Context: an optimization exercise on an open-source flow, tuned for small area and a short achievable clock period. The choices shown serve that exercise and are no tape-out recipe. The RTL of this run was laid out without a check of its function. Power figures rest on the tool's default switching activity, not on a simulated workload.

`design/flow/config.mk`:
```
export PLATFORM = sky130hd
export DESIGN_NAME = Optimized_Wallace
export DESIGN_NICKNAME = Optimized_Wallace
export VERILOG_FILES = /design/flow/design.v
export SDC_FILE = /design/flow/constraint.sdc
export NUM_CORES = 4
export LEC_CHECK = 0
export CAP_MARGIN = 20
export CORE_MARGIN = 2
export CORE_UTILIZATION = 40
export SETUP_SLACK_MARGIN = 1.4
export SLEW_MARGIN = 20
export SYNTH_HIERARCHICAL = 1
export SYNTH_MINIMUM_KEEP_SIZE = 0
export TNS_END_PERCENT = 0
```
`design/flow/constraint.sdc`:
```
create_clock -name core_clock -period 3.0 [get_ports {clk}]
set_input_delay 0.6000 -clock core_clock [delete_from_list [all_inputs] [get_ports {clk}]]
set_output_delay 0.6000 -clock core_clock [all_outputs]
set_load 0.01 [all_outputs]
```
`design/flow/design.v`:
```
`timescale 1ns / 1ps
module fa(input a, b, c, output s, co);
    assign s = a ^ b ^ c;
    assign co = (a & b) | (a & c) | (b & c);
endmodule
module ha(input a, b, output s, co);
    assign s = a ^ b;
    assign co = a & b;
endmodule
module Optimized_Wallace(
    input clk, rst,
    input [15:0] A, B,
    output reg [31:0] PRODUCT
);
    reg [126:0] r1;
    reg [72:0] r2;
    reg [48:0] r3;
    reg v1, v2, v3;
    wire one0 = B[0] ^ 1'b0;
    wire two0 = (B[1] & ~B[0] & ~1'b0) | (~B[1] & B[0] & 1'b0);
    wire neg0 = B[1] & ~(B[0] & 1'b0);
    wire one1 = B[2] ^ B[1];
    wire two1 = (B[3] & ~B[2] & ~B[1]) | (~B[3] & B[2] & B[1]);
    wire neg1 = B[3] & ~(B[2] & B[1]);
    wire one2 = B[4] ^ B[3];
    wire two2 = (B[5] & ~B[4] & ~B[3]) | (~B[5] & B[4] & B[3]);
    wire neg2 = B[5] & ~(B[4] & B[3]);
    wire one3 = B[6] ^ B[5];
    wire two3 = (B[7] & ~B[6] & ~B[5]) | (~B[7] & B[6] & B[5]);
    wire neg3 = B[7] & ~(B[6] & B[5]);
    wire one4 = B[8] ^ B[7];
    wire two4 = (B[9] & ~B[8] & ~B[7]) | (~B[9] & B[8] & B[7]);
    wire neg4 = B[9] & ~(B[8] & B[7]);
    wire one5 = B[10] ^ B[9];
    wire two5 = (B[11] & ~B[10] & ~B[9]) | (~B[11] & B[10] & B[9]);
    wire neg5 = B[11] & ~(B[10] & B[9]);
    wire one6 = B[12] ^ B[11];
    wire two6 = (B[13] & ~B[12] & ~B[11]) | (~B[13] & B[12] & B[11]);
    wire neg6 = B[13] & ~(B[12] & B[11]);
    wire one7 = B[14] ^ B[13];
    wire two7 = (B[15] & ~B[14] & ~B[13]) | (~B[15] & B[14] & B[13]);
    wire neg7 = B[15] & ~(B[14] & B[13]);
    wire pp1 = ((one0 & A[0])) ^ neg0;
    wire pp2 = ((one0 & A[1]) | (two0 & A[0])) ^ neg0;
    wire pp3 = ((one0 & A[2]) | (two0 & A[1])) ^ neg0;
    wire pp4 = ((one0 & A[3]) | (two0 & A[2])) ^ neg0;
    wire pp5 = ((one0 & A[4]) | (two0 & A[3])) ^ neg0;
    wire pp6 = ((one0 & A[5]) | (two0 & A[4])) ^ neg0;
    wire pp7 = ((one0 & A[6]) | (two0 & A[5])) ^ neg0;
    wire pp8 = ((one0 & A[7]) | (two0 & A[6])) ^ neg0;
    wire pp9 = ((one0 & A[8]) | (two0 & A[7])) ^ neg0;
    wire pp10 = ((one0 & A[9]) | (two0 & A[8])) ^ neg0;
    wire pp11 = ((one0 & A[10]) | (two0 & A[9])) ^ neg0;
    wire pp12 = ((one0 & A[11]) | (two0 & A[10])) ^ neg0;
    wire pp13 = ((one0 & A[12]) | (two0 & A[11])) ^ neg0;
    wire pp14 = ((one0 & A[13]) | (two0 & A[12])) ^ neg0;
    wire pp15 = ((one0 & A[14]) | (two0 & A[13])) ^ neg0;
    wire pp16 = ((one0 & A[15]) | (two0 & A[14])) ^ neg0;
    wire pp17 = ((two0 & A[15])) ^ neg0;
    wire ns18 = ~neg0;
    wire pp19 = ((one1 & A[0])) ^ neg1;
    wire pp20 = ((one1 & A[1]) | (two1 & A[0])) ^ neg1;
    wire pp21 = ((one1 & A[2]) | (two1 & A[1])) ^ neg1;
    wire pp22 = ((one1 & A[3]) | (two1 & A[2])) ^ neg1;
    wire pp23 = ((one1 & A[4]) | (two1 & A[3])) ^ neg1;
    wire pp24 = ((one1 & A[5]) | (two1 & A[4])) ^ neg1;
    wire pp25 = ((one1 & A[6]) | (two1 & A[5])) ^ neg1;
    wire pp26 = ((one1 & A[7]) | (two1 & A[6])) ^ neg1;
    wire pp27 = ((one1 & A[8]) | (two1 & A[7])) ^ neg1;
    wire pp28 = ((one1 & A[9]) | (two1 & A[8])) ^ neg1;
    wire pp29 = ((one1 & A[10]) | (two1 & A[9])) ^ neg1;
    wire pp30 = ((one1 & A[11]) | (two1 & A[10])) ^ neg1;
    wire pp31 = ((one1 & A[12]) | (two1 & A[11])) ^ neg1;
    wire pp32 = ((one1 & A[13]) | (two1 & A[12])) ^ neg1;
    wire pp33 = ((one1 & A[14]) | (two1 & A[13])) ^ neg1;
    wire pp34 = ((one1 & A[15]) | (two1 & A[14])) ^ neg1;
    wire pp35 = ((two1 & A[15])) ^ neg1;
    wire ns36 = ~neg1;
    wire pp37 = ((one2 & A[0])) ^ neg2;
    wire pp38 = ((one2 & A[1]) | (two2 & A[0])) ^ neg2;
    wire pp39 = ((one2 & A[2]) | (two2 & A[1])) ^ neg2;
    wire pp40 = ((one2 & A[3]) | (two2 & A[2])) ^ neg2;
    wire pp41 = ((one2 & A[4]) | (two2 & A[3])) ^ neg2;
    wire pp42 = ((one2 & A[5]) | (two2 & A[4])) ^ neg2;
    wire pp43 = ((one2 & A[6]) | (two2 & A[5])) ^ neg2;
    wire pp44 = ((one2 & A[7]) | (two2 & A[6])) ^ neg2;
    wire pp45 = ((one2 & A[8]) | (two2 & A[7])) ^ neg2;
    wire pp46 = ((one2 & A[9]) | (two2 & A[8])) ^ neg2;
    wire pp47 = ((one2 & A[10]) | (two2 & A[9])) ^ neg2;
    wire pp48 = ((one2 & A[11]) | (two2 & A[10])) ^ neg2;
    wire pp49 = ((one2 & A[12]) | (two2 & A[11])) ^ neg2;
    wire pp50 = ((one2 & A[13]) | (two2 & A[12])) ^ neg2;
    wire pp51 = ((one2 & A[14]) | (two2 & A[13])) ^ neg2;
    wire pp52 = ((one2 & A[15]) | (two2 & A[14])) ^ neg2;
    wire pp53 = ((two2 & A[15])) ^ neg2;
    wire ns54 = ~neg2;
    wire pp55 = ((one3 & A[0])) ^ neg3;
    wire pp56 = ((one3 & A[1]) | (two3 & A[0])) ^ neg3;
    wire pp57 = ((one3 & A[2]) | (two3 & A[1])) ^ neg3;
    wire pp58 = ((one3 & A[3]) | (two3 & A[2])) ^ neg3;
    wire pp59 = ((one3 & A[4]) | (two3 & A[3])) ^ neg3;
    wire pp60 = ((one3 & A[5]) | (two3 & A[4])) ^ neg3;
    wire pp61 = ((one3 & A[6]) | (two3 & A[5])) ^ neg3;
    wire pp62 = ((one3 & A[7]) | (two3 & A[6])) ^ neg3;
    wire pp63 = ((one3 & A[8]) | (two3 & A[7])) ^ neg3;
    wire pp64 = ((one3 & A[9]) | (two3 & A[8])) ^ neg3;
    wire pp65 = ((one3 & A[10]) | (two3 & A[9])) ^ neg3;
    wire pp66 = ((one3 & A[11]) | (two3 & A[10])) ^ neg3;
    wire pp67 = ((one3 & A[12]) | (two3 & A[11])) ^ neg3;
    wire pp68 = ((one3 & A[13]) | (two3 & A[12])) ^ neg3;
    wire pp69 = ((one3 & A[14]) | (two3 & A[13])) ^ neg3;
    wire pp70 = ((one3 & A[15]) | (two3 & A[14])) ^ neg3;
    wire pp71 = ((two3 & A[15])) ^ neg3;
    wire ns72 = ~neg3;
    wire pp73 = ((one4 & A[0])) ^ neg4;
    wire pp74 = ((one4 & A[1]) | (two4 & A[0])) ^ neg4;
    wire pp75 = ((one4 & A[2]) | (two4 & A[1])) ^ neg4;
    wire pp76 = ((one4 & A[3]) | (two4 & A[2])) ^ neg4;
    wire pp77 = ((one4 & A[4]) | (two4 & A[3])) ^ neg4;
    wire pp78 = ((one4 & A[5]) | (two4 & A[4])) ^ neg4;
    wire pp79 = ((one4 & A[6]) | (two4 & A[5])) ^ neg4;
    wire pp80 = ((one4 & A[7]) | (two4 & A[6])) ^ neg4;
    wire pp81 = ((one4 & A[8]) | (two4 & A[7])) ^ neg4;
    wire pp82 = ((one4 & A[9]) | (two4 & A[8])) ^ neg4;
    wire pp83 = ((one4 & A[10]) | (two4 & A[9])) ^ neg4;
    wire pp84 = ((one4 & A[11]) | (two4 & A[10])) ^ neg4;
    wire pp85 = ((one4 & A[12]) | (two4 & A[11])) ^ neg4;
    wire pp86 = ((one4 & A[13]) | (two4 & A[12])) ^ neg4;
    wire pp87 = ((one4 & A[14]) | (two4 & A[13])) ^ neg4;
    wire pp88 = ((one4 & A[15]) | (two4 & A[14])) ^ neg4;
    wire pp89 = ((two4 & A[15])) ^ neg4;
    wire ns90 = ~neg4;
    wire pp91 = ((one5 & A[0])) ^ neg5;
    wire pp92 = ((one5 & A[1]) | (two5 & A[0])) ^ neg5;
    wire pp93 = ((one5 & A[2]) | (two5 & A[1])) ^ neg5;
    wire pp94 = ((one5 & A[3]) | (two5 & A[2])) ^ neg5;
    wire pp95 = ((one5 & A[4]) | (two5 & A[3])) ^ neg5;
    wire pp96 = ((one5 & A[5]) | (two5 & A[4])) ^ neg5;
    wire pp97 = ((one5 & A[6]) | (two5 & A[5])) ^ neg5;
    wire pp98 = ((one5 & A[7]) | (two5 & A[6])) ^ neg5;
    wire pp99 = ((one5 & A[8]) | (two5 & A[7])) ^ neg5;
    wire pp100 = ((one5 & A[9]) | (two5 & A[8])) ^ neg5;
    wire pp101 = ((one5 & A[10]) | (two5 & A[9])) ^ neg5;
    wire pp102 = ((one5 & A[11]) | (two5 & A[10])) ^ neg5;
    wire pp103 = ((one5 & A[12]) | (two5 & A[11])) ^ neg5;
    wire pp104 = ((one5 & A[13]) | (two5 & A[12])) ^ neg5;
    wire pp105 = ((one5 & A[14]) | (two5 & A[13])) ^ neg5;
    wire pp106 = ((one5 & A[15]) | (two5 & A[14])) ^ neg5;
    wire pp107 = ((two5 & A[15])) ^ neg5;
    wire ns108 = ~neg5;
    wire pp109 = ((one6 & A[0])) ^ neg6;
    wire pp110 = ((one6 & A[1]) | (two6 & A[0])) ^ neg6;
    wire pp111 = ((one6 & A[2]) | (two6 & A[1])) ^ neg6;
    wire pp112 = ((one6 & A[3]) | (two6 & A[2])) ^ neg6;
    wire pp113 = ((one6 & A[4]) | (two6 & A[3])) ^ neg6;
    wire pp114 = ((one6 & A[5]) | (two6 & A[4])) ^ neg6;
    wire pp115 = ((one6 & A[6]) | (two6 & A[5])) ^ neg6;
    wire pp116 = ((one6 & A[7]) | (two6 & A[6])) ^ neg6;
    wire pp117 = ((one6 & A[8]) | (two6 & A[7])) ^ neg6;
    wire pp118 = ((one6 & A[9]) | (two6 & A[8])) ^ neg6;
    wire pp119 = ((one6 & A[10]) | (two6 & A[9])) ^ neg6;
    wire pp120 = ((one6 & A[11]) | (two6 & A[10])) ^ neg6;
    wire pp121 = ((one6 & A[12]) | (two6 & A[11])) ^ neg6;
    wire pp122 = ((one6 & A[13]) | (two6 & A[12])) ^ neg6;
    wire pp123 = ((one6 & A[14]) | (two6 & A[13])) ^ neg6;
    wire pp124 = ((one6 & A[15]) | (two6 & A[14])) ^ neg6;
    wire pp125 = ((two6 & A[15])) ^ neg6;
    wire ns126 = ~neg6;
    wire pp127 = ((one7 & A[0])) ^ neg7;
    wire pp128 = ((one7 & A[1]) | (two7 & A[0])) ^ neg7;
    wire pp129 = ((one7 & A[2]) | (two7 & A[1])) ^ neg7;
    wire pp130 = ((one7 & A[3]) | (two7 & A[2])) ^ neg7;
    wire pp131 = ((one7 & A[4]) | (two7 & A[3])) ^ neg7;
    wire pp132 = ((one7 & A[5]) | (two7 & A[4])) ^ neg7;
    wire pp133 = ((one7 & A[6]) | (two7 & A[5])) ^ neg7;
    wire pp134 = ((one7 & A[7]) | (two7 & A[6])) ^ neg7;
    wire pp135 = ((one7 & A[8]) | (two7 & A[7])) ^ neg7;
    wire pp136 = ((one7 & A[9]) | (two7 & A[8])) ^ neg7;
    wire pp137 = ((one7 & A[10]) | (two7 & A[9])) ^ neg7;
    wire pp138 = ((one7 & A[11]) | (two7 & A[10])) ^ neg7;
    wire pp139 = ((one7 & A[12]) | (two7 & A[11])) ^ neg7;
    wire pp140 = ((one7 & A[13]) | (two7 & A[12])) ^ neg7;
    wire pp141 = ((one7 & A[14]) | (two7 & A[13])) ^ neg7;
    wire pp142 = ((one7 & A[15]) | (two7 & A[14])) ^ neg7;
    wire pp143 = ((two7 & A[15])) ^ neg7;
    wire ns144 = ~neg7;
    wire pp145 = B[15] & A[0];
    wire pp146 = B[15] & A[1];
    wire pp147 = B[15] & A[2];
    wire pp148 = B[15] & A[3];
    wire pp149 = B[15] & A[4];
    wire pp150 = B[15] & A[5];
    wire pp151 = B[15] & A[6];
    wire pp152 = B[15] & A[7];
    wire pp153 = B[15] & A[8];
    wire pp154 = B[15] & A[9];
    wire pp155 = B[15] & A[10];
    wire pp156 = B[15] & A[11];
    wire pp157 = B[15] & A[12];
    wire pp158 = B[15] & A[13];
    wire pp159 = B[15] & A[14];
    wire pp160 = B[15] & A[15];
    wire s161, c162;
    fa u_s161 (.a(pp3), .b(pp19), .c(neg1), .s(s161), .co(c162));
    wire s163, c164;
    fa u_s163 (.a(pp5), .b(pp21), .c(pp37), .s(s163), .co(c164));
    wire s165, c166;
    fa u_s165 (.a(pp6), .b(pp22), .c(pp38), .s(s165), .co(c166));
    wire s167, c168;
    fa u_s167 (.a(pp7), .b(pp23), .c(pp39), .s(s167), .co(c168));
    wire s169, c170;
    fa u_s169 (.a(pp8), .b(pp24), .c(pp40), .s(s169), .co(c170));
    wire s171, c172;
    fa u_s171 (.a(pp9), .b(pp25), .c(pp41), .s(s171), .co(c172));
    wire s173, c174;
    fa u_s173 (.a(pp57), .b(pp73), .c(neg4), .s(s173), .co(c174));
    wire s175, c176;
    fa u_s175 (.a(pp10), .b(pp26), .c(pp42), .s(s175), .co(c176));
    wire s177, c178;
    fa u_s177 (.a(pp11), .b(pp27), .c(pp43), .s(s177), .co(c178));
    wire s179, c180;
    fa u_s179 (.a(pp59), .b(pp75), .c(pp91), .s(s179), .co(c180));
    wire s181, c182;
    fa u_s181 (.a(pp12), .b(pp28), .c(pp44), .s(s181), .co(c182));
    wire s183, c184;
    fa u_s183 (.a(pp60), .b(pp76), .c(pp92), .s(s183), .co(c184));
    wire s185, c186;
    fa u_s185 (.a(pp13), .b(pp29), .c(pp45), .s(s185), .co(c186));
    wire s187, c188;
    fa u_s187 (.a(pp61), .b(pp77), .c(pp93), .s(s187), .co(c188));
    wire s189, c190;
    fa u_s189 (.a(pp14), .b(pp30), .c(pp46), .s(s189), .co(c190));
    wire s191, c192;
    fa u_s191 (.a(pp62), .b(pp78), .c(pp94), .s(s191), .co(c192));
    wire s193, c194;
    fa u_s193 (.a(pp15), .b(pp31), .c(pp47), .s(s193), .co(c194));
    wire s195, c196;
    fa u_s195 (.a(pp63), .b(pp79), .c(pp95), .s(s195), .co(c196));
    wire s197, c198;
    fa u_s197 (.a(pp111), .b(pp127), .c(neg7), .s(s197), .co(c198));
    wire s199, c200;
    fa u_s199 (.a(pp16), .b(pp32), .c(pp48), .s(s199), .co(c200));
    wire s201, c202;
    fa u_s201 (.a(pp64), .b(pp80), .c(pp96), .s(s201), .co(c202));
    wire s203, c204;
    ha u_s203 (.a(pp112), .b(pp128), .s(s203), .co(c204));
    wire s205, c206;
    fa u_s205 (.a(pp17), .b(pp33), .c(pp49), .s(s205), .co(c206));
    wire s207, c208;
    fa u_s207 (.a(pp65), .b(pp81), .c(pp97), .s(s207), .co(c208));
    wire s209, c210;
    fa u_s209 (.a(pp113), .b(pp129), .c(pp145), .s(s209), .co(c210));
    wire s211, c212;
    fa u_s211 (.a(neg0), .b(pp34), .c(pp50), .s(s211), .co(c212));
    wire s213, c214;
    fa u_s213 (.a(pp66), .b(pp82), .c(pp98), .s(s213), .co(c214));
    wire s215, c216;
    fa u_s215 (.a(pp114), .b(pp130), .c(pp146), .s(s215), .co(c216));
    wire s217, c218;
    fa u_s217 (.a(neg0), .b(pp35), .c(pp51), .s(s217), .co(c218));
    wire s219, c220;
    fa u_s219 (.a(pp67), .b(pp83), .c(pp99), .s(s219), .co(c220));
    wire s221, c222;
    fa u_s221 (.a(pp115), .b(pp131), .c(pp147), .s(s221), .co(c222));
    wire s223, c224;
    fa u_s223 (.a(ns18), .b(ns36), .c(pp52), .s(s223), .co(c224));
    wire s225, c226;
    fa u_s225 (.a(pp68), .b(pp84), .c(pp100), .s(s225), .co(c226));
    wire s227, c228;
    fa u_s227 (.a(pp116), .b(pp132), .c(pp148), .s(s227), .co(c228));
    wire s229 = ~(pp53 ^ pp69);
    wire c230 = pp53 | pp69;
    wire s231, c232;
    fa u_s231 (.a(pp85), .b(pp101), .c(pp117), .s(s231), .co(c232));
    wire s233, c234;
    ha u_s233 (.a(pp133), .b(pp149), .s(s233), .co(c234));
    wire s235, c236;
    fa u_s235 (.a(ns54), .b(pp70), .c(pp86), .s(s235), .co(c236));
    wire s237, c238;
    fa u_s237 (.a(pp102), .b(pp118), .c(pp134), .s(s237), .co(c238));
    wire s239 = ~(pp71 ^ pp87);
    wire c240 = pp71 | pp87;
    wire s241, c242;
    fa u_s241 (.a(pp103), .b(pp119), .c(pp135), .s(s241), .co(c242));
    wire s243, c244;
    fa u_s243 (.a(ns72), .b(pp88), .c(pp104), .s(s243), .co(c244));
    wire s245, c246;
    fa u_s245 (.a(pp120), .b(pp136), .c(pp152), .s(s245), .co(c246));
    wire s247 = ~(pp89 ^ pp105);
    wire c248 = pp89 | pp105;
    wire s249, c250;
    fa u_s249 (.a(pp121), .b(pp137), .c(pp153), .s(s249), .co(c250));
    wire s251, c252;
    fa u_s251 (.a(ns90), .b(pp106), .c(pp122), .s(s251), .co(c252));
    wire s253 = ~(pp107 ^ pp123);
    wire c254 = pp107 | pp123;
    wire s255, c256;
    fa u_s255 (.a(ns108), .b(pp124), .c(pp140), .s(s255), .co(c256));
    wire s257 = ~(pp125 ^ pp141);
    wire c258 = pp125 | pp141;
    wire s259, c260;
    fa u_s259 (.a(ns126), .b(pp142), .c(pp158), .s(s259), .co(c260));
    wire s261 = ~(pp143 ^ pp159);
    wire c262 = pp143 | pp159;
    wire s263, c264;
    fa u_s263 (.a(r1[4]), .b(r1[5]), .c(r1[6]), .s(s263), .co(c264));
    wire s265, c266;
    fa u_s265 (.a(r1[11]), .b(r1[12]), .c(r1[13]), .s(s265), .co(c266));
    wire s267, c268;
    fa u_s267 (.a(r1[15]), .b(r1[16]), .c(r1[17]), .s(s267), .co(c268));
    wire s269, c270;
    fa u_s269 (.a(r1[18]), .b(r1[19]), .c(r1[20]), .s(s269), .co(c270));
    wire s271, c272;
    fa u_s271 (.a(r1[21]), .b(r1[22]), .c(r1[23]), .s(s271), .co(c272));
    wire s273, c274;
    fa u_s273 (.a(r1[26]), .b(r1[27]), .c(r1[28]), .s(s273), .co(c274));
    wire s275, c276;
    fa u_s275 (.a(r1[30]), .b(r1[31]), .c(r1[32]), .s(s275), .co(c276));
    wire s277, c278;
    fa u_s277 (.a(r1[34]), .b(r1[35]), .c(r1[36]), .s(s277), .co(c278));
    wire s279, c280;
    fa u_s279 (.a(r1[37]), .b(r1[38]), .c(r1[39]), .s(s279), .co(c280));
    wire s281, c282;
    fa u_s281 (.a(r1[40]), .b(r1[41]), .c(r1[42]), .s(s281), .co(c282));
    wire s283, c284;
    ha u_s283 (.a(r1[43]), .b(r1[44]), .s(s283), .co(c284));
    wire s285, c286;
    fa u_s285 (.a(r1[45]), .b(r1[46]), .c(r1[47]), .s(s285), .co(c286));
    wire s287, c288;
    ha u_s287 (.a(r1[48]), .b(r1[49]), .s(s287), .co(c288));
    wire s289, c290;
    fa u_s289 (.a(r1[50]), .b(r1[51]), .c(r1[52]), .s(s289), .co(c290));
    wire s291, c292;
    fa u_s291 (.a(r1[53]), .b(r1[54]), .c(r1[55]), .s(s291), .co(c292));
    wire s293, c294;
    fa u_s293 (.a(r1[56]), .b(r1[57]), .c(r1[58]), .s(s293), .co(c294));
    wire s295, c296;
    fa u_s295 (.a(r1[59]), .b(r1[60]), .c(r1[61]), .s(s295), .co(c296));
    wire s297, c298;
    fa u_s297 (.a(r1[62]), .b(r1[63]), .c(r1[64]), .s(s297), .co(c298));
    wire s299, c300;
    fa u_s299 (.a(r1[65]), .b(r1[66]), .c(r1[67]), .s(s299), .co(c300));
    wire s301, c302;
    fa u_s301 (.a(r1[68]), .b(r1[69]), .c(r1[70]), .s(s301), .co(c302));
    wire s303, c304;
    fa u_s303 (.a(r1[71]), .b(r1[72]), .c(r1[73]), .s(s303), .co(c304));
    wire s305, c306;
    fa u_s305 (.a(r1[74]), .b(r1[75]), .c(r1[76]), .s(s305), .co(c306));
    wire s307, c308;
    fa u_s307 (.a(r1[77]), .b(r1[78]), .c(r1[79]), .s(s307), .co(c308));
    wire s309, c310;
    fa u_s309 (.a(r1[80]), .b(r1[81]), .c(r1[82]), .s(s309), .co(c310));
    wire s311, c312;
    fa u_s311 (.a(r1[83]), .b(r1[84]), .c(r1[85]), .s(s311), .co(c312));
    wire s313, c314;
    fa u_s313 (.a(r1[86]), .b(r1[87]), .c(r1[88]), .s(s313), .co(c314));
    wire s315, c316;
    fa u_s315 (.a(r1[89]), .b(r1[90]), .c(r1[91]), .s(s315), .co(c316));
    wire s317, c318;
    fa u_s317 (.a(r1[92]), .b(r1[93]), .c(r1[94]), .s(s317), .co(c318));
    wire s319, c320;
    ha u_s319 (.a(r1[95]), .b(r1[96]), .s(s319), .co(c320));
    wire s321, c322;
    fa u_s321 (.a(r1[97]), .b(r1[98]), .c(r1[99]), .s(s321), .co(c322));
    wire s323, c324;
    fa u_s323 (.a(r1[101]), .b(r1[102]), .c(r1[103]), .s(s323), .co(c324));
    wire s325, c326;
    fa u_s325 (.a(r1[105]), .b(r1[106]), .c(r1[107]), .s(s325), .co(c326));
    wire s327, c328;
    fa u_s327 (.a(r1[110]), .b(r1[111]), .c(r1[112]), .s(s327), .co(c328));
    wire s329, c330;
    fa u_s329 (.a(r1[114]), .b(r1[115]), .c(r1[116]), .s(s329), .co(c330));
    wire s331, c332;
    fa u_s331 (.a(r1[117]), .b(r1[118]), .c(r1[119]), .s(s331), .co(c332));
    wire s333, c334;
    fa u_s333 (.a(r1[124]), .b(r1[125]), .c(r1[126]), .s(s333), .co(c334));
    wire s335, c336;
    fa u_s335 (.a(c264), .b(r1[7]), .c(r1[8]), .s(s335), .co(c336));
    wire s337, c338;
    fa u_s337 (.a(c270), .b(s271), .c(r1[24]), .s(s337), .co(c338));
    wire s339, c340;
    fa u_s339 (.a(c272), .b(s273), .c(r1[29]), .s(s339), .co(c340));
    wire s341, c342;
    fa u_s341 (.a(c274), .b(s275), .c(r1[33]), .s(s341), .co(c342));
    wire s343, c344;
    fa u_s343 (.a(c276), .b(s277), .c(s279), .s(s343), .co(c344));
    wire s345, c346;
    fa u_s345 (.a(c278), .b(c280), .c(s281), .s(s345), .co(c346));
    wire s347, c348;
    fa u_s347 (.a(c282), .b(c284), .c(s285), .s(s347), .co(c348));
    wire s349, c350;
    fa u_s349 (.a(c286), .b(c288), .c(s289), .s(s349), .co(c350));
    wire s351, c352;
    fa u_s351 (.a(c290), .b(c292), .c(s293), .s(s351), .co(c352));
    wire s353, c354;
    fa u_s353 (.a(c294), .b(c296), .c(s297), .s(s353), .co(c354));
    wire s355, c356;
    fa u_s355 (.a(c298), .b(c300), .c(s301), .s(s355), .co(c356));
    wire s357, c358;
    fa u_s357 (.a(c302), .b(c304), .c(s305), .s(s357), .co(c358));
    wire s359, c360;
    fa u_s359 (.a(c306), .b(c308), .c(s309), .s(s359), .co(c360));
    wire s361, c362;
    fa u_s361 (.a(c310), .b(c312), .c(s313), .s(s361), .co(c362));
    wire s363, c364;
    fa u_s363 (.a(c314), .b(c316), .c(s317), .s(s363), .co(c364));
    wire s365, c366;
    fa u_s365 (.a(c318), .b(c320), .c(s321), .s(s365), .co(c366));
    wire s367, c368;
    fa u_s367 (.a(c322), .b(s323), .c(r1[104]), .s(s367), .co(c368));
    wire s369, c370;
    fa u_s369 (.a(c324), .b(s325), .c(r1[108]), .s(s369), .co(c370));
    wire s371, c372;
    fa u_s371 (.a(c326), .b(s327), .c(r1[113]), .s(s371), .co(c372));
    wire s373, c374;
    fa u_s373 (.a(c332), .b(r1[120]), .c(r1[121]), .s(s373), .co(c374));
    wire s375, c376;
    fa u_s375 (.a(r2[6]), .b(r2[7]), .c(r2[8]), .s(s375), .co(c376));
    wire s377, c378;
    ha u_s377 (.a(r2[9]), .b(r2[10]), .s(s377), .co(c378));
    wire s379, c380;
    ha u_s379 (.a(r2[11]), .b(r2[12]), .s(s379), .co(c380));
    wire s381, c382;
    ha u_s381 (.a(r2[13]), .b(r2[14]), .s(s381), .co(c382));
    wire s383, c384;
    ha u_s383 (.a(r2[15]), .b(r2[16]), .s(s383), .co(c384));
    wire s385, c386;
    ha u_s385 (.a(r2[17]), .b(r2[18]), .s(s385), .co(c386));
    wire s387, c388;
    ha u_s387 (.a(r2[19]), .b(r2[20]), .s(s387), .co(c388));
    wire s389, c390;
    ha u_s389 (.a(r2[21]), .b(r2[22]), .s(s389), .co(c390));
    wire s391, c392;
    fa u_s391 (.a(r2[23]), .b(r2[24]), .c(r2[25]), .s(s391), .co(c392));
    wire s393, c394;
    fa u_s393 (.a(r2[26]), .b(r2[27]), .c(r2[28]), .s(s393), .co(c394));
    wire s395, c396;
    fa u_s395 (.a(r2[29]), .b(r2[30]), .c(r2[31]), .s(s395), .co(c396));
    wire s397, c398;
    fa u_s397 (.a(r2[32]), .b(r2[33]), .c(r2[34]), .s(s397), .co(c398));
    wire s399, c400;
    fa u_s399 (.a(r2[35]), .b(r2[36]), .c(r2[37]), .s(s399), .co(c400));
    wire s401, c402;
    fa u_s401 (.a(r2[38]), .b(r2[39]), .c(r2[40]), .s(s401), .co(c402));
    wire s403, c404;
    fa u_s403 (.a(r2[41]), .b(r2[42]), .c(r2[43]), .s(s403), .co(c404));
    wire s405, c406;
    fa u_s405 (.a(r2[44]), .b(r2[45]), .c(r2[46]), .s(s405), .co(c406));
    wire s407, c408;
    fa u_s407 (.a(r2[47]), .b(r2[48]), .c(r2[49]), .s(s407), .co(c408));
    wire s409, c410;
    fa u_s409 (.a(r2[50]), .b(r2[51]), .c(r2[52]), .s(s409), .co(c410));
    wire s411, c412;
    fa u_s411 (.a(r2[53]), .b(r2[54]), .c(r2[55]), .s(s411), .co(c412));
    wire s413, c414;
    ha u_s413 (.a(r2[56]), .b(r2[57]), .s(s413), .co(c414));
    wire s415, c416;
    fa u_s415 (.a(r2[58]), .b(r2[59]), .c(r2[60]), .s(s415), .co(c416));
    wire s417, c418;
    ha u_s417 (.a(r2[61]), .b(r2[62]), .s(s417), .co(c418));
    wire s419, c420;
    fa u_s419 (.a(r2[63]), .b(r2[64]), .c(r2[65]), .s(s419), .co(c420));
    wire s421, c422;
    ha u_s421 (.a(r2[66]), .b(r2[67]), .s(s421), .co(c422));
    wire s423, c424;
    fa u_s423 (.a(r2[69]), .b(r2[70]), .c(r2[71]), .s(s423), .co(c424));
    wire g425, p426;
    ha u_p426 (.a(r2[0]), .b(r2[1]), .s(p426), .co(g425));
    wire g427, p428;
    ha u_p428 (.a(c376), .b(s377), .s(p428), .co(g427));
    wire g429, p430;
    ha u_p430 (.a(c378), .b(s379), .s(p430), .co(g429));
    wire g431, p432;
    ha u_p432 (.a(c380), .b(s381), .s(p432), .co(g431));
    wire g433, p434;
    ha u_p434 (.a(c382), .b(s383), .s(p434), .co(g433));
    wire g435, p436;
    ha u_p436 (.a(c384), .b(s385), .s(p436), .co(g435));
    wire g437, p438;
    ha u_p438 (.a(c386), .b(s387), .s(p438), .co(g437));
    wire g439, p440;
    ha u_p440 (.a(c388), .b(s389), .s(p440), .co(g439));
    wire g441, p442;
    ha u_p442 (.a(c390), .b(s391), .s(p442), .co(g441));
    wire g443, p444;
    ha u_p444 (.a(c392), .b(s393), .s(p444), .co(g443));
    wire g445, p446;
    ha u_p446 (.a(c394), .b(s395), .s(p446), .co(g445));
    wire g447, p448;
    ha u_p448 (.a(c396), .b(s397), .s(p448), .co(g447));
    wire g449, p450;
    ha u_p450 (.a(c398), .b(s399), .s(p450), .co(g449));
    wire g451, p452;
    ha u_p452 (.a(c400), .b(s401), .s(p452), .co(g451));
    wire g453, p454;
    ha u_p454 (.a(c402), .b(s403), .s(p454), .co(g453));
    wire g455, p456;
    ha u_p456 (.a(c404), .b(s405), .s(p456), .co(g455));
    wire g457, p458;
    ha u_p458 (.a(c406), .b(s407), .s(p458), .co(g457));
    wire g459, p460;
    ha u_p460 (.a(c408), .b(s409), .s(p460), .co(g459));
    wire g461, p462;
    ha u_p462 (.a(c410), .b(s411), .s(p462), .co(g461));
    wire g463, p464;
    ha u_p464 (.a(c412), .b(s413), .s(p464), .co(g463));
    wire g465, p466;
    ha u_p466 (.a(c414), .b(s415), .s(p466), .co(g465));
    wire g467, p468;
    ha u_p468 (.a(c416), .b(s417), .s(p468), .co(g467));
    wire g469, p470;
    ha u_p470 (.a(c418), .b(s419), .s(p470), .co(g469));
    wire g471, p472;
    ha u_p472 (.a(c420), .b(s421), .s(p472), .co(g471));
    wire g473, p474;
    ha u_p474 (.a(c422), .b(r2[68]), .s(p474), .co(g473));
    wire g475, p476;
    ha u_p476 (.a(c424), .b(r2[72]), .s(p476), .co(g475));
    wire t477 = p426 | g425;
    wire t478 = p428 | g427;
    wire t479 = p430 | g429;
    wire t480 = p432 | g431;
    wire t481 = p434 | g433;
    wire t482 = p436 | g435;
    wire t483 = p438 | g437;
    wire t484 = p440 | g439;
    wire t485 = p442 | g441;
    wire t486 = p444 | g443;
    wire t487 = p446 | g445;
    wire G488 = 1'b0 | (r2[2] & g425);
    wire P489 = r2[2] & t477;
    wire G490 = 1'b0 | (r2[3] & 1'b0);
    wire P491 = r2[3] & r2[2];
    wire G492 = 1'b0 | (r2[4] & 1'b0);
    wire P493 = r2[4] & r2[3];
    wire G494 = 1'b0 | (r2[5] & 1'b0);
    wire P495 = r2[5] & r2[4];
    wire G496 = 1'b0 | (s375 & 1'b0);
    wire P497 = s375 & r2[5];
    wire G498 = g427 | (t478 & 1'b0);
    wire P499 = t478 & s375;
    wire G500 = g429 | (t479 & g427);
    wire P501 = t479 & t478;
    wire G502 = g431 | (t480 & g429);
    wire P503 = t480 & t479;
    wire G504 = g433 | (t481 & g431);
    wire P505 = t481 & t480;
    wire G506 = g435 | (t482 & g433);
    wire P507 = t482 & t481;
    wire G508 = g437 | (t483 & g435);
    wire P509 = t483 & t482;
    wire G510 = g439 | (t484 & g437);
    wire P511 = t484 & t483;
    wire G512 = g441 | (t485 & g439);
    wire P513 = t485 & t484;
    wire G514 = g443 | (t486 & g441);
    wire P515 = t486 & t485;
    wire G516 = g445 | (t487 & g443);
    wire P517 = t487 & t486;
    wire G518 = G490 | (P491 & g425);
    wire P519 = P491 & t477;
    wire G520 = G492 | (P493 & G488);
    wire P521 = P493 & P489;
    wire G522 = G494 | (P495 & G490);
    wire P523 = P495 & P491;
    wire G524 = G496 | (P497 & G492);
    wire P525 = P497 & P493;
    wire G526 = G498 | (P499 & G494);
    wire P527 = P499 & P495;
    wire G528 = G500 | (P501 & G496);
    wire P529 = P501 & P497;
    wire G530 = G502 | (P503 & G498);
    wire P531 = P503 & P499;
    wire G532 = G504 | (P505 & G500);
    wire P533 = P505 & P501;
    wire G534 = G506 | (P507 & G502);
    wire P535 = P507 & P503;
    wire G536 = G508 | (P509 & G504);
    wire P537 = P509 & P505;
    wire G538 = G510 | (P511 & G506);
    wire P539 = P511 & P507;
    wire G540 = G512 | (P513 & G508);
    wire P541 = P513 & P509;
    wire G542 = G514 | (P515 & G510);
    wire P543 = P515 & P511;
    wire G544 = G516 | (P517 & G512);
    wire P545 = P517 & P513;
    wire G546 = G522 | (P523 & g425);
    wire P547 = P523 & t477;
    wire G548 = G524 | (P525 & G488);
    wire P549 = P525 & P489;
    wire G550 = G526 | (P527 & G518);
    wire P551 = P527 & P519;
    wire G552 = G528 | (P529 & G520);
    wire P553 = P529 & P521;
    wire G554 = G530 | (P531 & G522);
    wire P555 = P531 & P523;
    wire G556 = G532 | (P533 & G524);
    wire P557 = P533 & P525;
    wire G558 = G534 | (P535 & G526);
    wire P559 = P535 & P527;
    wire G560 = G536 | (P537 & G528);
    wire P561 = P537 & P529;
    wire G562 = G538 | (P539 & G530);
    wire P563 = P539 & P531;
    wire G564 = G540 | (P541 & G532);
    wire P565 = P541 & P533;
    wire G566 = G542 | (P543 & G534);
    wire P567 = P543 & P535;
    wire G568 = G544 | (P545 & G536);
    wire P569 = P545 & P537;
    wire G570 = G554 | (P555 & g425);
    wire P571 = P555 & t477;
    wire G572 = G556 | (P557 & G488);
    wire P573 = P557 & P489;
    wire G574 = G558 | (P559 & G518);
    wire P575 = P559 & P519;
    wire G576 = G560 | (P561 & G520);
    wire P577 = P561 & P521;
    wire G578 = G562 | (P563 & G546);
    wire P579 = P563 & P547;
    wire G580 = G564 | (P565 & G548);
    wire P581 = P565 & P549;
    wire G582 = G566 | (P567 & G550);
    wire P583 = P567 & P551;
    wire G584 = G568 | (P569 & G552);
    wire P585 = P569 & P553;
    wire sum586 = p426;
    wire sum587 = r2[2] ^ g425;
    wire sum588 = r2[3] ^ G488;
    wire sum589 = r2[4] ^ G518;
    wire sum590 = r2[5] ^ G520;
    wire sum591 = s375 ^ G546;
    wire sum592 = p428 ^ G548;
    wire sum593 = p430 ^ G550;
    wire sum594 = p432 ^ G552;
    wire sum595 = p434 ^ G570;
    wire sum596 = p436 ^ G572;
    wire sum597 = p438 ^ G574;
    wire sum598 = p440 ^ G576;
    wire sum599 = p442 ^ G578;
    wire sum600 = p444 ^ G580;
    wire sum601 = p446 ^ G582;
    wire t602 = r3[17] | r3[18];
    wire t603 = r3[19] | r3[20];
    wire t604 = r3[21] | r3[22];
    wire t605 = r3[23] | r3[24];
    wire t606 = r3[25] | r3[26];
    wire t607 = r3[27] | r3[28];
    wire t608 = r3[29] | r3[30];
    wire t609 = r3[31] | r3[32];
    wire t610 = r3[33] | r3[34];
    wire t611 = r3[35] | r3[36];
    wire t612 = r3[37] | r3[38];
    wire t613 = r3[39] | r3[40];
    wire t614 = r3[41] | r3[42];
    wire t615 = r3[43] | r3[44];
    wire t616 = r3[45] | r3[46];
    wire t617 = r3[47] | r3[48];
    wire g618 = r3[18] | (r3[17] & r3[16]);
    wire G619 = r3[20] | (t603 & g618);
    wire P620 = t603 & t602;
    wire G621 = r3[22] | (t604 & r3[20]);
    wire P622 = t604 & t603;
    wire G623 = r3[24] | (t605 & r3[22]);
    wire P624 = t605 & t604;
    wire G625 = r3[26] | (t606 & r3[24]);
    wire P626 = t606 & t605;
    wire G627 = r3[28] | (t607 & r3[26]);
    wire P628 = t607 & t606;
    wire G629 = r3[30] | (t608 & r3[28]);
    wire P630 = t608 & t607;
    wire G631 = r3[32] | (t609 & r3[30]);
    wire P632 = t609 & t608;
    wire G633 = r3[34] | (t610 & r3[32]);
    wire P634 = t610 & t609;
    wire G635 = r3[36] | (t611 & r3[34]);
    wire P636 = t611 & t610;
    wire G637 = r3[38] | (t612 & r3[36]);
    wire P638 = t612 & t611;
    wire G639 = r3[40] | (t613 & r3[38]);
    wire P640 = t613 & t612;
    wire G641 = r3[42] | (t614 & r3[40]);
    wire P642 = t614 & t613;
    wire G643 = r3[44] | (t615 & r3[42]);
    wire P644 = t615 & t614;
    wire G645 = r3[46] | (t616 & r3[44]);
    wire P646 = t616 & t615;
    wire G647 = r3[48] | (t617 & r3[46]);
    wire P648 = t617 & t616;
    wire G649 = G621 | (P622 & g618);
    wire P650 = P622 & t602;
    wire G651 = G623 | (P624 & G619);
    wire P652 = P624 & P620;
    wire G653 = G625 | (P626 & G621);
    wire P654 = P626 & P622;
    wire G655 = G627 | (P628 & G623);
    wire P656 = P628 & P624;
    wire G657 = G629 | (P630 & G625);
    wire P658 = P630 & P626;
    wire G659 = G631 | (P632 & G627);
    wire P660 = P632 & P628;
    wire G661 = G633 | (P634 & G629);
    wire P662 = P634 & P630;
    wire G663 = G635 | (P636 & G631);
    wire P664 = P636 & P632;
    wire G665 = G637 | (P638 & G633);
    wire P666 = P638 & P634;
    wire G667 = G639 | (P640 & G635);
    wire P668 = P640 & P636;
    wire G669 = G641 | (P642 & G637);
    wire P670 = P642 & P638;
    wire G671 = G643 | (P644 & G639);
    wire P672 = P644 & P640;
    wire G673 = G645 | (P646 & G641);
    wire P674 = P646 & P642;
    wire G675 = G647 | (P648 & G643);
    wire P676 = P648 & P644;
    wire G677 = G653 | (P654 & g618);
    wire P678 = P654 & t602;
    wire G679 = G655 | (P656 & G619);
    wire P680 = P656 & P620;
    wire G681 = G657 | (P658 & G649);
    wire P682 = P658 & P650;
    wire G683 = G659 | (P660 & G651);
    wire P684 = P660 & P652;
    wire G685 = G661 | (P662 & G653);
    wire P686 = P662 & P654;
    wire G687 = G663 | (P664 & G655);
    wire P688 = P664 & P656;
    wire G689 = G665 | (P666 & G657);
    wire P690 = P666 & P658;
    wire G691 = G667 | (P668 & G659);
    wire P692 = P668 & P660;
    wire G693 = G669 | (P670 & G661);
    wire P694 = P670 & P662;
    wire G695 = G671 | (P672 & G663);
    wire P696 = P672 & P664;
    wire G697 = G673 | (P674 & G665);
    wire P698 = P674 & P666;
    wire G699 = G675 | (P676 & G667);
    wire P700 = P676 & P668;
    wire G701 = G685 | (P686 & g618);
    wire P702 = P686 & t602;
    wire G703 = G687 | (P688 & G619);
    wire P704 = P688 & P620;
    wire G705 = G689 | (P690 & G649);
    wire P706 = P690 & P650;
    wire G707 = G691 | (P692 & G651);
    wire P708 = P692 & P652;
    wire G709 = G693 | (P694 & G677);
    wire P710 = P694 & P678;
    wire G711 = G695 | (P696 & G679);
    wire P712 = P696 & P680;
    wire G713 = G697 | (P698 & G681);
    wire P714 = P698 & P682;
    wire G715 = G699 | (P700 & G683);
    wire P716 = P700 & P684;
    wire sum717 = r3[17] ^ r3[16];
    wire sum718 = r3[19] ^ g618;
    wire sum719 = r3[21] ^ G619;
    wire sum720 = r3[23] ^ G649;
    wire sum721 = r3[25] ^ G651;
    wire sum722 = r3[27] ^ G677;
    wire sum723 = r3[29] ^ G679;
    wire sum724 = r3[31] ^ G681;
    wire sum725 = r3[33] ^ G683;
    wire sum726 = r3[35] ^ G701;
    wire sum727 = r3[37] ^ G703;
    wire sum728 = r3[39] ^ G705;
    wire sum729 = r3[41] ^ G707;
    wire sum730 = r3[43] ^ G709;
    wire sum731 = r3[45] ^ G711;
    wire sum732 = r3[47] ^ G713;
    wire [31:0] sum = {sum732, sum731, sum730, sum729, sum728, sum727, sum726, sum725, sum724, sum723, sum722, sum721, sum720, sum719, sum718, sum717, r3[15], r3[14], r3[13], r3[12], r3[11], r3[10], r3[9], r3[8], r3[7], r3[6], r3[5], r3[4], r3[3], r3[2], r3[1], r3[0]};
    always @(posedge clk or posedge rst) begin
        if (rst) begin
            v1 <= 1'b0; v2 <= 1'b0; v3 <= 1'b0;
            PRODUCT <= 32'd0;
        end else begin
            v1 <= 1'b1; v2 <= v1; v3 <= v2;
            PRODUCT <= sum & {32{v3}};
        end
    end
    always @(posedge clk) begin
        r1 <= {pp160, ns144, c262, s261, c260, s259, c258, pp157, s257, c256, pp156, s255, c254, pp155, pp139, s253, c252, pp154, pp138, s251, c250, c248, s249, s247, c246, c244, s245, s243, c242, c240, pp151, s241, s239, c238, c236, pp150, s237, s235, c234, c232, c230, s233, s231, s229, c228, c226, c224, s227, s225, s223, c222, c220, c218, s221, s219, s217, c216, c214, c212, s215, s213, s211, c210, c208, c206, s209, s207, s205, c204, c202, c200, s203, s201, s199, c198, c196, c194, s197, s195, s193, c192, c190, pp110, s191, s189, c188, c186, neg6, pp109, s187, s185, c184, c182, s183, s181, c180, c178, neg5, s179, s177, c176, pp74, pp58, s175, c174, c172, s173, s171, c170, pp56, s169, c168, neg3, pp55, s167, c166, s165, c164, neg2, s163, pp20, pp4, c162, s161, pp2, neg0, pp1};
        r2 <= {s333, r1[123], r1[122], c374, s373, s331, c330, s329, c328, c372, s371, c370, r1[109], s369, c368, s367, c366, r1[100], s365, c364, s319, s363, c362, s315, s361, c360, s311, s359, c358, s307, s357, c356, s303, s355, c354, s299, s353, c352, s295, s351, c350, s291, s349, c348, s287, s347, c346, s283, s345, c344, s343, c342, s341, c340, s339, c338, r1[25], s337, s269, c268, s267, c266, r1[14], s265, r1[10], r1[9], c336, s335, s263, r1[3], r1[2], r1[1], r1[0]};
        r3 <= {g475, p476, 1'b0, s423, g473, p474, g471, p472, g469, p470, g467, p468, g465, p466, g463, p464, g461, p462, g459, p460, g457, p458, g455, p456, g453, p454, g451, p452, g449, p450, g447, p448, G584, sum601, sum600, sum599, sum598, sum597, sum596, sum595, sum594, sum593, sum592, sum591, sum590, sum589, sum588, sum587, sum586};
    end
endmodule
```
`design/flow/run.sh`:
```
#!/bin/bash
# synth_recipe.tcl (not shown) runs the flow's synth.tcl, then flattens the netlist and writes it again
# the make line also repeats each setting of config.mk as NAME=value (left out here)
make -C /OpenROAD-flow-scripts/flow DESIGN_CONFIG=/design/flow/config.mk WORK_HOME=/design/flow/orfs CLKGATE_MAP_FILE= SYNTH_SCRIPT=/design/flow/synth_recipe.tcl finish
```
==> run notes <==
## modules after synthesis (local to each module, per instance)
module,flip-flops and latches,cells,cell area [um2],times used
Optimized_Wallace,282,898,10000,1
fa,0,1,20.0,111
ha,0,1,12.5,41
## layer usage
layer	vias to the layer above	track usage
li1	3782	-
met1	3938	0.263
met2	246	0.281
met3	42	0.0317
met4	0	0.0474
met5	-	0
## power by group
part | total [mW] | leakage [nW] | internal (mW) | switching, mW
logic | 5.86 | 3.49 | 2.85 | 3.01
clock network | 3.70 | 0.493 | 2.27 | 1.42
registers | 6.01 | 2.53 | 5.23 | 0.784
## kinds of logic (layout without fill, tap and decap cells)
logic type      count (synthesis)  in the layout  share of synthesized area
flops                         282            282                      0.456
compound gates                200            201                      0.116
fa+ha+maj                     167            167                      0.229
simple gates                  144            144                     0.0603
xor+xnor                      137            137                     0.0940
buf+inv                       103            217                     0.0319
mux                            16             16                     0.0125
other cells                     1              1                   0.000294
## Yosys cell counts, drive strengths merged (4+ instances only)
cell type  instances  share of area
dfrtp             35          0.069
a22oi            105          0.062
o21ai             20         0.0078
fa               111           0.17
a21oi             16         0.0063
and2              32          0.016
ha                56          0.055
dfxtp            247           0.39
a22o              14         0.0096
nor2              18         0.0053
xor2              11         0.0075
clkbuf            50          0.015
nand2b            19         0.0093
a21o               8         0.0047
nand3b             6         0.0035
buf               26         0.0092
inv               27         0.0079
nor3b              4         0.0024
mux2i             16          0.013
o21a               4         0.0025
nand2             34          0.010
nand3              6         0.0024
xnor2            126          0.086
nor3              16         0.0067
## worst min-delay path by stage
stage / end / depth (start not counted)
after floorplan: r2[0] / 0
after global placement: r2[60] / 0
after detailed placement: r2[60] / 0
after CTS: r2[60] / 0
after global routing: r2[70] / 0
final: r2[60] / 0
## per-stage QoR
step	power [mW]	std cells
2_1_floorplan	9.73	1050
3_3_place_gp	11.5	1483
3_5_place_dp	11.6	1483
4_1_cts	15.6	1554
5_1_grt	16.9	1567
6_report	15.6	1567
## cell type report
cell class / count / area [um2] / area share
tap: 402 / 503 / 0.0315
sequential: 282 / 5820 / 0.364
clock buffer: 42 / 877 / 0.0549
clock inverter: 9 / 123 / 0.00768
timing repair buffer: 138 / 1400 / 0.0875
multi-input combinational: 666 / 7110 / 0.445
inverter: 27 / 139 / 0.00869
timing repair inverter: 1 / 6.26 / 0.000392
## worst register-to-register path, stage by stage (launching register included)
cell	delay [ns]
dfxtp_1	0.31
fa_1	0.59
and4_4	0.26
o2111ai_4	0.15
a311oi_4	0.28
a21oi_1	0.12
xnor2_1	0.15
## sequential cells by signal (all words and copies together), names as in the netlist
name     count
r1         127
v3           1
v1           1
r3          47
v2           1
PRODUCT     32
r2          73
## timing repair
action / CTS / global route
cloned: 1 / 1
endpoints found under the hold margin: 0 / 0
pin swaps: 13 / 15
setup buffers: 19 / 12
gates resized for setup: 29 / 27
setup endpoints to repair: 164 / 160
==> results.yml <==
clocking:
  postCtsHoldBufs: 0
  h-tree-depth: 1
  clock_sinks: 282
  clock_latency_ns: 0.54
  cts_tree: "done"
  cts_buffer_depth: 3
  numCtsBuffers: 29
  root_buffer: "clkbuf_16"
  clk_pin_slew_ns: 0.07
logic_synthesis:
  synth_seq_area_share: 0.456
  synth_edf_count: 0
  async_reset_ff_frac: 0.124
  ys_types: 57
  ys_warn_count: 7
  syn_nets: 1251
  synth_area_um2: 12800
  syn_area_per_cell_um2: 12.2
  ys_ff_latch: 282
  syn_inst: 1050
  synthFlopType: "dfxtp_1"
floorplanning:
  die_h_um: 183
  dieArea_um2: 33400
  ios: 66
  core-area_um2: 31500
  die_w_um: 183
  rows: 65
  initial_core_util: 0.406
worst_hold_path:
  hold_path.startpoint: "r1[109]"
  holdCritPathClass: "reg2reg"
placed_design:
  placed_area_um2: 14400
  dpl.hpwl_um: 20100
  gp_congestion: 0.803
  port_buffers: 65
  place_ws_ns: 0.0987
power:
  leakagePower_nw: 6.51
  peakVddDrop_v: 0.000483
  powerDensity_nw_per_um2: 975
status:
  status: "timing/DRC/antenna clean"
layout:
  final_cell_mix: "dfxtp_1 (247), xnor2_1 (118), fa_1 (111), buf_4 (55), a22oi_1 (54)"
  area_growth_pct: 25.1
  final_core_util: 0.507
  nFillCells: 2696
  mostFrequentLayoutCell: "dfxtp_1"
  fin_nets: 1346
  final_area_um2: 16000
  antenna_cells: 0
  drive_above_1_share: 0.191
global_routing:
  gr-usage-all-layers: 0.181
  antenna_found_initial: 0
  grt_max_degree: 36
  gr-total-overflow: 0
  grt_pass1_vias: 8456
  grt_pass1_wl_um: 47200
drt:
  finalWirelength_um: 29600
  drt-met1-wl_um: 14200
  drtPass1Iterations: 5
  wl_met2_um: 12700
  vias: 8008
  ant_nets: 0
  first_iter_violations: 399
  wl_met3_um: 1990
  avgViaCountPerCell: 5.11
  wl_per_cell_um: 18.9
  top_layer: "met4"
  drc: 0
setup_path:
  max_stage_delay_ns: 0.43
  r2r-start: "r2[8]"
  crit_slowest_cell: "fa_1"
  worstSetupStartpoint: "B[6]"
  path_depth: 8
  crit_arrival_ns: 2.44
  cp_max_fo: 6
  startpoint_type: "primary input"
  r2r-end: "r3[12]"
  r2r_slack_ns: 1.02
  ff2ff_path_depth: 6
  cp.required_ns: 3.42
  cp-end-kind: "flip-flop"
  critPathTopFamily: "buffers and inverters"
  crit_type: "in2reg"
  path_cells: "clkdlybuf4s50_1 -> buf_4 -> nand3b_1 -> o21ai_4 -> buf_12 -> a22oi_2 -> xnor2_2 -> fa_1"
  crit_buf_inv: 3
  crit_path_end: "r1[54]"
sta:
  setup_viol: 0
  hold_violations: 0
  min_period_ns: 2.02
  worst_pin_slew_ns: 0.534
  tns_ns: 0
  finalWorstSetupSlack_ns: 0.981
  slew_headroom: 0.643
  fin_skew_ns: 0.0215
  whs_ns: 0.326
  finalCritPeriodShare: 0.673
  rsz0062_at_grt: "yes"
  max_freq_mhz: 495
  maxSlewViolCount: 0
run:
  cap_violations: 0

[port drivers added, routing unchanged]
The flow's constraints put no driver on any port. The routed layout listed below was extracted and timed again, unchanged, in two steps.
Step 1 assumes that a clkbuf_16 drives the clock port and a buf_2 every other input.
Step 2 also shifts input and output timing later by t, the mid clock arrival at the registers, as if the neighbouring blocks saw the same clock.
Three values: ideal ports, drivers, drivers and shift; two values: the first two.
t (ns): 0.576
setup WS [ns]: 0.981 / 0.962 / 0.429
hold slack, ns: 0.326 / 0.326 / 0.326
worst slew at a driven data input, ns: 0.04
pins driven straight from the clock port: 1
After both steps this run still meets setup and hold. For this run, drivers alone change the setup slack by -0.019 ns; drivers and shift together by -0.552 ns.
